This design comes from an exercise in tuning for small area on the open sky130 flow, not from production work.
The RTL was checked by simulation tests, not by an equivalence proof against the original design.
Power figures rest on the tool's default switching activity, not on a simulated workload.

==> flow/design.v <==
module ALU( input [15:0] A,B,
				input [3:0] aluC,
				input carryIn,
				output [15:0] Z,
				output carryOut );
	reg [15:0] aluRes;
	reg [16:0] temp;
	assign Z = aluRes;
	assign carryOut = temp[16];
	always @ (*)
	begin
		temp = {1'b0,A} + {1'b0,B};  
		aluRes = 0;
		case(aluC)
		4'b0000:  
			aluRes = A;
		4'b0001:  
			aluRes = B;
		4'b0010:  
			aluRes = ~A;
		4'b0011:  
			aluRes = ~B;
		4'b0100:  
			aluRes = A + B;
		4'b0101:  
			aluRes = A + B + {15'b0,carryIn};
		4'b0110:  
			aluRes = A | B;	
		4'b0111:  
			aluRes = A & B;
		4'b1000:  
			aluRes = 16'h0000;
		4'b1001:  
			aluRes = 16'h0001;
		4'b1010:  
			aluRes = 16'hFFFF;
		4'b1011:  
			temp[16] = 1'b0;
		4'b1100:  
			temp[16] = 1'b1;
		4'b1101:  
			aluRes = (A>B)?16'h0001:16'h0000;
		4'b1110:  
			aluRes = (A==B)?16'h0001:16'h0000;
		4'b1111:  
			aluRes = A ^ B;
		endcase
	end
endmodule
module shifter( input [15:0] Z,
					 input [1:0] SH,
					 output [15:0] C );
	reg [15:0] shRes;
	assign C = shRes;
	always @ (*)
	begin
		case(SH)
		2'b00:  
			shRes = Z;
		2'b01:  
			shRes = Z >> 1;
		2'b10:  
			shRes = Z << 1;
		2'b11:  
			shRes = Z >>> 1;
		endcase
	end
endmodule
module carryBlock (  input CYout, 
							input clk,  
							input [3:0] aluC,      
							output reg CY);
   always @ (posedge clk)
		begin
			case(aluC)
				4'b0100:  
					CY <= CYout;
				4'b0101:  
					CY <= CYout;
				4'b1011:  
					CY <= CYout;
				4'b1100:  
					CY <= CYout;
			endcase
		end
endmodule
module ALUUnit( input CK4,
                input [15:0] A,
                input [15:0] B,
                input [3:0] aluC,
                input [1:0] SH,
                output [15:0] C,
                output CY );
	wire [15:0] Z;
	wire [15:0] shRes;
	wire carryOut;
	wire carryFlag;
	reg [15:0] OperandRegister1;
	reg [15:0] OperandRegister2;
	reg inst5;
	ALU inst1( .A(A), .B(B), .aluC(aluC), .carryIn(carryFlag),
	           .Z(Z), .carryOut(carryOut) );
	shifter inst2( .Z(Z), .SH(SH), .C(shRes) );
	carryBlock inst( .CYout(carryOut), .clk(CK4), .aluC(aluC), .CY(carryFlag) );
	always @ (posedge CK4)
		OperandRegister1 <= shRes;
	always @ (negedge CK4)
		OperandRegister2 <= OperandRegister1;
	always @ (negedge CK4)
		inst5 <= carryFlag;
	assign C = OperandRegister2;
	assign CY = inst5;
endmodule
==> flow/run.sh <==
#!/bin/bash
# synth_recipe.tcl (not shown) runs the flow's synth.tcl, then flattens the netlist and writes it again
# the make line also repeats each setting of config.mk as NAME=value (left out here)
make -C /OpenROAD-flow-scripts/flow DESIGN_CONFIG=/design/flow/config.mk WORK_HOME=/design/flow/orfs CLKGATE_MAP_FILE= SYNTH_SCRIPT=/design/flow/synth_recipe.tcl finish
==> flow/config.mk <==
export PLATFORM = sky130hd
export DESIGN_NAME = ALUUnit
export DESIGN_NICKNAME = ALUUnit
export VERILOG_FILES = /design/flow/design.v
export SDC_FILE = /design/flow/constraint.sdc
export NUM_CORES = 4
export LEC_CHECK = 0
export CAP_MARGIN = 20
export CORE_MARGIN = 2
export CORE_UTILIZATION = 40
export SLEW_MARGIN = 20
==> flow/constraint.sdc <==
create_clock -name core_clock -period 5.5 [get_ports {CK4}]
set_input_delay 1.1000 -clock core_clock [delete_from_list [all_inputs] [get_ports {CK4}]]
set_output_delay 1.1000 -clock core_clock [all_outputs]
set_load 0.01 [all_outputs]
==> run summary <==
* Seq cells post-synth at 34
* Crit path required time at 4.40 ns
* FF-to-FF End: inst5
* Main synth FF type: dfxtp_1
* Post-CTS Setup Bufs at 0
* Critical-path top delay cell: clkdlybuf4s50_1
* Share of cells above drive strength 1 at 0.0682
* Aggregate global-route resource usage at 0.267
* DR pass1 iterations at 5
* Fin. Hold Viols at 0
* Lkg Pwr at 2.18 nW
* DRT iter0 DRCs at 346
* ANT cells at 0
* Worst vdd ir at 0.170 mV
* Post-route DRC at 0
* Layout fillers at 1039
* P per Cell Area at 194 nW/um^2
* Synth top cells by count: 71 x nor2_1, 50 x ha_1, 49 x nand2_1
* Instance area after placement at 4970 sq um
* Yosys top cell by area: dfxtp_1
* Crit path launch type: flip-flop
* Synth Warn # at 4
* DR vias at 4726
* EDFF count, synth at 1
* Unrepaired setup endpoints after global routing: false
* HP Class: reg -> reg
* Reg2reg start: inst.CY
* TNS Setup at 0 ns
* Status: complete, no violations
* Vias in the first global route at 4355
* Clk_skew at 0.0635 ns
* Rows at 37
* First-pass GRT wire length at 23800 um
* Setup WS post-layout at 0.476 ns
* Top cells by area, synth: dfxtp_1 15%, ha_1 15%, nor2_1 6.3%
* Initial antenna violation count at 0
* Total Die Area at 11500 sq um
* Post-CTS Hold Buffers at 0
* Synthesis-to-layout area growth at 20.1%
* Clock slew at reported path FFs at 0.07 ns
* Crit-path max cell delay at 0.53 ns
* Async SR Flop Fraction at 0
* Library cells used by synthesis at 86
* R2R setup slack at 2.26 ns
* CP Buf/Inv Count at 1
* Clock latency (worst-skew pair) at 0.34 ns
* IO buf count at 55
* Min-delay src: inst.CY
* Vias/cell at 6.05
* TritonCTS buffer count at 5
* WHS Path Cells at 8
* CTS root buffer: clkbuf_8
* Final Max Slew Viols at 0
* Final instance area at 5120 sq um
* Worst-path cell chain: clkdlybuf4s50_1
* CTS tree: yes
* Synth top area share at 0.155
* H-tree depth at 2
* Antenna Nets Post-Route at 0
* Core ar. at 10300 sq um
* Synthesized instance count at 579
* Clock Sinks at 34
* Remaining Overflow, GRT at 0
* Cell Area, Synth at 4260 sq um
* Most frequent cell after synthesis: nor2_1
* WHS at 1.26 ns
* Reg2Reg Depth at 0
* Routed wire per std cell at 19.7 um
* CTS resizes at 0
* Fin nets at 734
* Horiz. Die Dim at 107 um
* Largest net degree at the start of global routing at 30
* Ports at 56
* Drt total wl at 15400 um
* Max Cap Violations at 0
* Routability congestion estimate at 1.00
* Register area share after synthesis at 0.162
* Crit path DAT at 3.92 ns
* Post-Syn Nets at 669
* Die Ht at 107 um
* Clock buffer depth at 2
* Final Setup Violations at 0
* Critical Path Fanout Max at 1
* Initial Util at 0.413
* Critical Path End Type: primary output
* Slew margin rel. at 0.268
* Critical path's top delay family: buffers and inverters
* Path type of the worst setup path: reg -> out
* DP HPWL at 11900 um
* Setup WS pre-CTS at 0.764 ns
* Tightest Pin Transition at 1.09 ns
* Hold EP: OperandRegister1[0]
* Syn Area/Cell at 7.36 sq um
stage by stage:
| stage | cells | total power, W | utilization |
|---|---|---|---|
| floorplan | 579 | 0.000615 | - |
| global placement | 757 | 0.000778 | 0.482 |
| detailed placement | 757 | 0.000782 | 0.482 |
| CTS | 781 | 0.000991 | 0.496 |
| global route | 781 | 0.00106 | 0.496 |
| finish | 781 | 0.000992 | 0.496 |
placed cells by master (no fill, tap or decap), drive strengths merged, types with 11 or more instances in the layout:
master          n
nor2           72
inv            64
clkdlybuf4s50  55
ha             50
nand2          49
o21ai          47
a21oi          45
dfxtp          33
nor3           16
xnor2          16
nand3          13
buf            12
o22ai          11
a211oi         11
worst max path at each step:
| stage | from | cells past startpoint | slack [ns] | to |
|---|---|---|---|---|
| after floorplan | inst5 | 0 | 1.32 | CY |
| after global placement | A[0] | 12 | 0.83 | OperandRegister1[13] |
| after detailed placement | A[0] | 12 | 0.76 | OperandRegister1[13] |
| after CTS | inst5 | 1 | 0.45 | CY |
| after global routing | inst5 | 1 | 0.44 | CY |
| final | inst5 | 1 | 0.48 | CY |
area by class of cell:
cell class	count	area [sq um]	share of cell area
sequential	34	691	0.135
clock buffer	5	68.8	0.0134
multi-input combinational	472	3290	0.643
clock inverter	20	83.8	0.0164
timing repair buffer	67	641	0.125
inverter	47	176	0.0344
tap	136	170	0.0332
power breakdown:
part / internal (W) / total (W) / switching (W) / leakage (nW)
clock: 0.000106 / 0.000224 / 0.000118 / 0.136
sequential: 0.000286 / 0.000294 / 0.00000791 / 0.286
combinational: 0.000196 / 0.000474 / 0.000278 / 1.76
layer usage:
layer / part of all wire / track usage / vias to the layer above
met2: 0.45 / 0.429 / 212
met3: 0.088 / 0.0617 / 30
met5: 0 / 0 / -
met1: 0.43 / 0.347 / 2255
met4: 0.028 / 0.0993 / 0
li1: - / - / 2229
logic make-up (layout without fill, tap and decap cells):
| logic type | after synthesis | in the layout | share of synthesized area |
|---|---|---|---|
| flip-flops | 34 | 34 | 0.162 |
| multiplexers | 9 | 9 | 0.0214 |
| XOR/XNOR | 20 | 20 | 0.0411 |
| AO/OA/AOI/OAI | 192 | 192 | 0.314 |
| buffers and inverters | 73 | 139 | 0.0663 |
| adder cells (fa/ha/maj) | 51 | 51 | 0.151 |
| AND/OR/NAND/NOR | 200 | 200 | 0.244 |
flip-flops by register name, summed over array words and instances (netlist names):
signal	flops
inst.CY	1
inst5	1
OperandRegister2	16
OperandRegister1	16
